Source: an optimization exercise on an open RTL-to-GDS flow (aim: small area). Production flows keep margins and buffers that such runs may drop. The RTL was checked by simulation tests, not by an equivalence proof against the original design. Power is estimated from default activity; no workload was simulated.

## run 1
Design measure_bw, start of the top module:
module measure_bw#
(
    parameter[63:0] ADDRESS_OFFSET        = 64'h0000_0000,
    parameter       MAX_OUTSTANDING_RREQ  = 8,
    parameter       MAX_OUTSTANDING_WREQ  = 8,
    parameter       AXI_DATA_WIDTH        = 64,
    parameter       AXI_ADDR_WIDTH        = 64
)
(
    input wire  AXI_ACLK, AXI_ARESETN,
    input  wire[6-1 : 0]    S_AXI_AWADDR,   
    input  wire                             S_AXI_AWVALID,  
    output wire                                             S_AXI_AWREADY,
    input  wire[2 : 0]                      S_AXI_AWPROT,
    input  wire[32-1 : 0]    S_AXI_WDATA,      
    input  wire                             S_AXI_WVALID,
    input  wire[(32/8)-1:0]  S_AXI_WSTRB,
    output wire                                             S_AXI_WREADY,
    output  wire[1 : 0]                                     S_AXI_BRESP,
    output  wire                                            S_AXI_BVALID,
    input   wire                            S_AXI_BREADY,
    input  wire[6-1 : 0]    S_AXI_ARADDR,     
  ...
For scale: ~2800 cells after synthesis, about 32000 um2 of cells after synthesis.
==> flow/config.mk <==
export PLATFORM = sky130hd
export DESIGN_NAME = measure_bw
export DESIGN_NICKNAME = measure_bw
export VERILOG_FILES = /design/flow/design.v
export SDC_FILE = /design/flow/constraint.sdc
export NUM_CORES = 4
export LEC_CHECK = 0
export CAP_MARGIN = 10
export CORE_MARGIN = 2
export CORE_UTILIZATION = 70
export SLEW_MARGIN = 10
==> flow/constraint.sdc <==
create_clock -name core_clock -period 8.0 [get_ports {AXI_ACLK}]
set_input_delay 1.6000 -clock core_clock [delete_from_list [all_inputs] [get_ports {AXI_ACLK}]]
set_output_delay 1.6000 -clock core_clock [all_outputs]
set_load 0.01 [all_outputs]
standard.sh (not shown) runs the stock make flow with config.mk's settings and CLKGATE_MAP_FILE= SYNTH_SCRIPT=/design/flow/synth_recipe.tcl, a recipe that flattens the netlist after the stock synthesis.
==> flow/flow/run.sh <==
#!/bin/bash
# Layout flow: the standard layout (standard.sh) with these changes to how the layout is made:
#  - after the standard synthesis (run unchanged), its combinational logic is re-mapped for area
#    with Yosys/ABC (flow/remap.ys.in, flow/remap.abc); every flip-flop instance is kept as the
#    standard synthesis made it (same names and cell types);
#  - the port buffers that global placement inserts use the smallest buffer cell;
#  - the clock tree uses larger sink clusters and no dummy loads.
# Each tool's whole output goes to a log file of its own in this folder (ORFS steps also keep
# their logs under orfs/logs/).
set -euo pipefail
here=$(pwd)
lib=$FLOW_HOME/platforms/$FLOW_PLATFORM/lib/sky130_fd_sc_hd__tt_025C_1v80.lib
res=$here/orfs/results/$FLOW_PLATFORM/measure_bw/base
yosys_exe=$(command -v yosys || echo "$FLOW_HOME/../tools/install/yosys/bin/yosys")

export BUFFER_PORTS_ARGS="-buffer_cell sky130_fd_sc_hd__buf_1"
export CTS_ARGS="-sink_clustering_enable -repair_clock_nets -sink_clustering_size 26 -sink_clustering_max_diameter 100 -dont_use_dummy_load"

# 1. the standard synthesis
bash standard.sh synth > standard_synth.log 2>&1

# 2. re-map its combinational logic
cp "$res/1_2_yosys.v" "$here/synth_standard.v"
dont_use=$(sed -n '/DONT_USE_CELLS *+=/,/^ *$/p' "$FLOW_HOME/platforms/$FLOW_PLATFORM/config.mk" \
           | grep -o 'sky130_fd_sc_hd__[a-z0-9_]*' | sed 's/^/-dont_use /' | tr '\n' ' ')
printf 'set_driving_cell sky130_fd_sc_hd__buf_1\nset_load 5\n' > "$here/remap.constr"
sed -e "s#@LIB@#$lib#g" -e "s#@IN@#$here/synth_standard.v#" -e "s#@TOP@#$FLOW_TOP#" \
    -e "s#@DONTUSE@#$dont_use#" -e "s#@ABC@#$here/flow/remap.abc#" \
    -e "s#@CONSTR@#$here/remap.constr#" -e "s#@OUT@#$here/synth_remapped.v#" \
    flow/remap.ys.in > "$here/remap.ys"
"$yosys_exe" -s "$here/remap.ys" > remap.log 2>&1
cp "$here/synth_remapped.v" "$res/1_2_yosys.v"
rm -f "$res/1_synth.odb" "$res/1_synth.sdc"

# 3. the rest of the standard layout, from the re-mapped netlist
bash standard.sh > standard.log 2>&1
==> flow/flow/remap.abc <==
strash
ifraig
scorr
dc2
strash
&get -n
&dch -f
&nf -D 5000
&put
topo
stime -c
Other scripts of this flow, unchanged in this note and not shown: flow/flow/remap.ys.in
Edits applied to the flow inputs when going from run 1 to run 2:
# run 1
export LEC_CHECK = 0
export CAP_MARGIN = 10
export CORE_MARGIN = 2
export CORE_UTILIZATION = 70
export SLEW_MARGIN = 10
create_clock -name core_clock -period 8.0 [get_ports {AXI_ACLK}]
# run 2
export LEC_CHECK = 0
export CAP_MARGIN = 20
export CORE_MARGIN = 2
export CORE_UTILIZATION = 55
export SLEW_MARGIN = 20
create_clock -name core_clock -period 8.0 [get_ports {AXI_ACLK}]
==> flow/flow/remap.abc <==
strash
ifraig
scorr
dc2
strash
&get -n
&dch -f
&nf -R 1000
&put
topo
stime -c
### Flow results
Run 2 has completed all stages; timing, DRC and antenna checks passed.
[compare] base=run 1 new=run 2: total routing resource utilization after global routing went down 5.3 points, final core utilization went down 15 points.
Comparing max-slew headroom at the worst pin for run 2 and run 1, the bigger number came from run 2.
Relative to run 1, run 2 degrades power.
Final-layout worst hold slack: run 2 vs run 1 up 0.012 ns
Taking run 1 as the reference, in run 2 pre-CTS worst setup slack saw a decrease; routed wire length rose by about 8%; met1 global-route usage went down.

oak:
Another version of the RTL of measure_bw (not shown whole).
For scale: roughly 440 I/O pins, roughly 32000 um^2 of cells after synthesis.
export LEC_CHECK = 0
export CAP_MARGIN = 10
export CORE_MARGIN = 2
export CORE_UTILIZATION = 70
export SLEW_MARGIN = 10
create_clock -name core_clock -period 8.0 [get_ports {AXI_ACLK}]
==> flow/flow/run.sh <==
#!/bin/bash
# Layout flow: the standard layout (standard.sh) with these changes to how the layout is made:
#  - after the standard synthesis (run unchanged), its combinational logic is re-mapped for area
#    with Yosys/ABC (flow/remap.ys.in, flow/remap.abc); every flip-flop instance is kept as the
#    standard synthesis made it (same names and cell types);
#  - the port buffers that global placement inserts use the smallest buffer cell;
#  - the clock tree uses larger sink clusters and no dummy loads;
#  - constant outputs share their tie cells (no tie fanout repair).
# Each tool's whole output goes to a log file of its own in this folder (ORFS steps also keep
# their logs under orfs/logs/).
set -euo pipefail
here=$(pwd)
lib=$FLOW_HOME/platforms/$FLOW_PLATFORM/lib/sky130_fd_sc_hd__tt_025C_1v80.lib
res=$here/orfs/results/$FLOW_PLATFORM/measure_bw/base
yosys_exe=$(command -v yosys || echo "$FLOW_HOME/../tools/install/yosys/bin/yosys")

export BUFFER_PORTS_ARGS="-buffer_cell sky130_fd_sc_hd__buf_1"
export SKIP_REPAIR_TIE_FANOUT=1
export CTS_ARGS="-sink_clustering_enable -repair_clock_nets -sink_clustering_size 26 -sink_clustering_max_diameter 100 -dont_use_dummy_load"

# 1. the standard synthesis
bash standard.sh synth > standard_synth.log 2>&1

# 2. re-map its combinational logic
cp "$res/1_2_yosys.v" "$here/synth_standard.v"
dont_use=$(sed -n '/DONT_USE_CELLS *+=/,/^ *$/p' "$FLOW_HOME/platforms/$FLOW_PLATFORM/config.mk" \
           | grep -o 'sky130_fd_sc_hd__[a-z0-9_]*' | sed 's/^/-dont_use /' | tr '\n' ' ')
printf 'set_driving_cell sky130_fd_sc_hd__buf_1\nset_load 5\n' > "$here/remap.constr"
sed -e "s#@LIB@#$lib#g" -e "s#@IN@#$here/synth_standard.v#" -e "s#@TOP@#$FLOW_TOP#" \
    -e "s#@DONTUSE@#$dont_use#" -e "s#@ABC@#$here/flow/remap.abc#" \
    -e "s#@CONSTR@#$here/remap.constr#" -e "s#@OUT@#$here/synth_remapped.v#" \
    flow/remap.ys.in > "$here/remap.ys"
"$yosys_exe" -s "$here/remap.ys" > remap.log 2>&1
cp "$here/synth_remapped.v" "$res/1_2_yosys.v"
rm -f "$res/1_synth.odb" "$res/1_synth.sdc"

# 3. the rest of the standard layout, from the re-mapped netlist
bash standard.sh > standard.log 2>&1
==> flow/flow/remap.abc <==
strash
ifraig
scorr
dc2
strash
&get -n
&dch -f
&nf -D 5000
&put
topo
stime -c
Other scripts of this flow, unchanged in this note and not shown: flow/flow/remap.ys.in
Changes in pine relative to oak:
-- flow/flow/run.sh --
<<< oak, line 5
#    standard synthesis made it (same names and cell types);
#  - the port buffers that global placement inserts use the smallest buffer cell;
#  - the clock tree uses larger sink clusters and no dummy loads;
#  - constant outputs share their tie cells (no tie fanout repair).
# Each tool's whole output goes to a log file of its own in this folder (ORFS steps also keep
# their logs under orfs/logs/).
>>> pine, line 5
#    standard synthesis made it (same names and cell types);
#  - the port buffers that global placement inserts use the smallest buffer cell;
#  - the clock tree uses larger sink clusters and no dummy loads.
# Each tool's whole output goes to a log file of its own in this folder (ORFS steps also keep
# their logs under orfs/logs/).
<<< oak, line 16

export BUFFER_PORTS_ARGS="-buffer_cell sky130_fd_sc_hd__buf_1"
export SKIP_REPAIR_TIE_FANOUT=1
export CTS_ARGS="-sink_clustering_enable -repair_clock_nets -sink_clustering_size 26 -sink_clustering_max_diameter 100 -dont_use_dummy_load"

>>> pine, line 15

export BUFFER_PORTS_ARGS="-buffer_cell sky130_fd_sc_hd__buf_1"
export CTS_ARGS="-sink_clustering_enable -repair_clock_nets -sink_clustering_size 26 -sink_clustering_max_diameter 100 -dont_use_dummy_load"

### Flow results
Compared with oak, in pine count of buffers not belonging to the clock network in the layout lost 1; number of nets in the layout picked up an extra 73.
pine leaves more setup margin than oak.
Diff oak -> pine | number of fill cells | decrease of 0.46%
Detailed placer's ending HPWL on pine is up relative to oak.
Diff oak..pine | total detailed-routing wirelength | negligible
The more densely filled core belongs to pine, not oak.
Number of instances on the worst hold path came out exactly the same in oak and pine.
For birch, these inputs were changed with respect to pine:
# pine
export LEC_CHECK = 0
export CAP_MARGIN = 10
export CORE_MARGIN = 2
export CORE_UTILIZATION = 70
export SLEW_MARGIN = 10
create_clock -name core_clock -period 8.0 [get_ports {AXI_ACLK}]
# birch
export LEC_CHECK = 0
export CAP_MARGIN = 10
export CORE_MARGIN = 2
export CORE_UTILIZATION = 75
export SLEW_MARGIN = 10
create_clock -name core_clock -period 8.0 [get_ports {AXI_ACLK}]
-- flow/flow/run.sh --
<<< pine, line 15

export BUFFER_PORTS_ARGS="-buffer_cell sky130_fd_sc_hd__buf_1"
export CTS_ARGS="-sink_clustering_enable -repair_clock_nets -sink_clustering_size 26 -sink_clustering_max_diameter 100 -dont_use_dummy_load"

# 1. the standard synthesis
>>> birch, line 15

export BUFFER_PORTS_ARGS="-buffer_cell sky130_fd_sc_hd__buf_1"
export CTS_ARGS="-sink_clustering_enable -repair_clock_nets -sink_clustering_size 27 -sink_clustering_max_diameter 100 -dont_use_dummy_load"

# 1. the standard synthesis
==> flow/flow/remap.abc <==
strash
ifraig
scorr
dc2
strash
&get -n
&dch -f
&nf -D 5000
&put
strash
ifraig
dc2
strash
&get -n
&dch -f
&nf -D 5000
&put
topo
stime -c
Notes after the runs:
In the reports for birch and pine, the larger sequential share of power belongs to birch. The cell area of birch and that of pine are within noise of each other. Measured against each other, birch and pine differ in part of the total power dissipated in the clock network, the higher figure coming from pine. Number of signal-net inverters in the final layout: higher on birch. Looking at wire length on met3, birch sits 3.1% lower than pine does.
> inputs changed (birch -> maple)
# birch
export LEC_CHECK = 0
export CAP_MARGIN = 10
export CORE_MARGIN = 2
export CORE_UTILIZATION = 75
export SLEW_MARGIN = 10
create_clock -name core_clock -period 8.0 [get_ports {AXI_ACLK}]
# maple
export LEC_CHECK = 0
export CAP_MARGIN = 10
export CORE_MARGIN = 2
export CORE_UTILIZATION = 70
export SLEW_MARGIN = 10
create_clock -name core_clock -period 8.0 [get_ports {AXI_ACLK}]
-- flow/flow/run.sh --
<<< birch, line 5
#    standard synthesis made it (same names and cell types);
#  - the port buffers that global placement inserts use the smallest buffer cell;
#  - the clock tree uses larger sink clusters and no dummy loads.
# Each tool's whole output goes to a log file of its own in this folder (ORFS steps also keep
# their logs under orfs/logs/).
>>> maple, line 5
#    standard synthesis made it (same names and cell types);
#  - the port buffers that global placement inserts use the smallest buffer cell;
#  - the clock tree uses larger sink clusters and no dummy loads;
#  - constant outputs share their tie cells (no tie fanout repair).
# Each tool's whole output goes to a log file of its own in this folder (ORFS steps also keep
# their logs under orfs/logs/).
<<< birch, line 15

export BUFFER_PORTS_ARGS="-buffer_cell sky130_fd_sc_hd__buf_1"
export CTS_ARGS="-sink_clustering_enable -repair_clock_nets -sink_clustering_size 27 -sink_clustering_max_diameter 100 -dont_use_dummy_load"

# 1. the standard synthesis
>>> maple, line 16

export BUFFER_PORTS_ARGS="-buffer_cell sky130_fd_sc_hd__buf_1"
export SKIP_REPAIR_TIE_FANOUT=1
export CTS_ARGS="-sink_clustering_enable -repair_clock_nets -sink_clustering_size 28 -sink_clustering_max_diameter 100 -dont_use_dummy_load"

# 1. the standard synthesis
==> flow/flow/remap.abc <==
strash
ifraig
scorr
dc2
strash
&get -n
&dch -f
&nf -D 5000
&put
topo
stime -c
A highest signal layer in the routed design of met5 is what maple shows, while met4 belongs to birch. A highest-delay cell along the critical path of sky130_fd_sc_hd__nor4_1 is what maple shows, while sky130_fd_sc_hd__a211oi_1 belongs to birch. Diff birch -> maple: worst-margin pin slew grew by 86 ps; number of detailed-route iterations in the first pass grew by 1; leakage power of the design shrank by 3.6%.

[static timing again, ports no longer ideal]
Ports are ideal in the flow. The routed layouts listed here were re-timed in OpenROAD. Step 1, drivers: a clkbuf_16 drives AXI_ACLK and a buf_2 each remaining input, both assumed. Step 2 also shifts input and output timing later by t, the mid clock arrival at the registers, as if the neighbouring blocks saw the same clock. a / b / c = ideal / step 1 / step 2; a / b = the first two.
run	t (ns)	setup slack, ns	worst hold slack (ns)	cell pins on the clock port's net
run 1	0.633	0.681 / 0.681 / 0.681	0.414 / 0.414 / 0.414	1
run 2	0.648	0.336 / 0.336 / 0.336	0.426 / 0.426 / 0.426	1
oak	0.625	1.548 / 1.548 / 1.548	0.405 / 0.405 / 0.405	1
pine	0.625	1.571 / 1.571 / 1.571	0.439 / 0.439 / 0.439	1
birch	0.624	0.293 / 0.293 / 0.293	0.398 / 0.398 / 0.398	1
maple	0.681	1.536 / 1.536 / 1.536	0.432 / 0.432 / 0.432	1
After both steps every run listed still meets setup and hold.
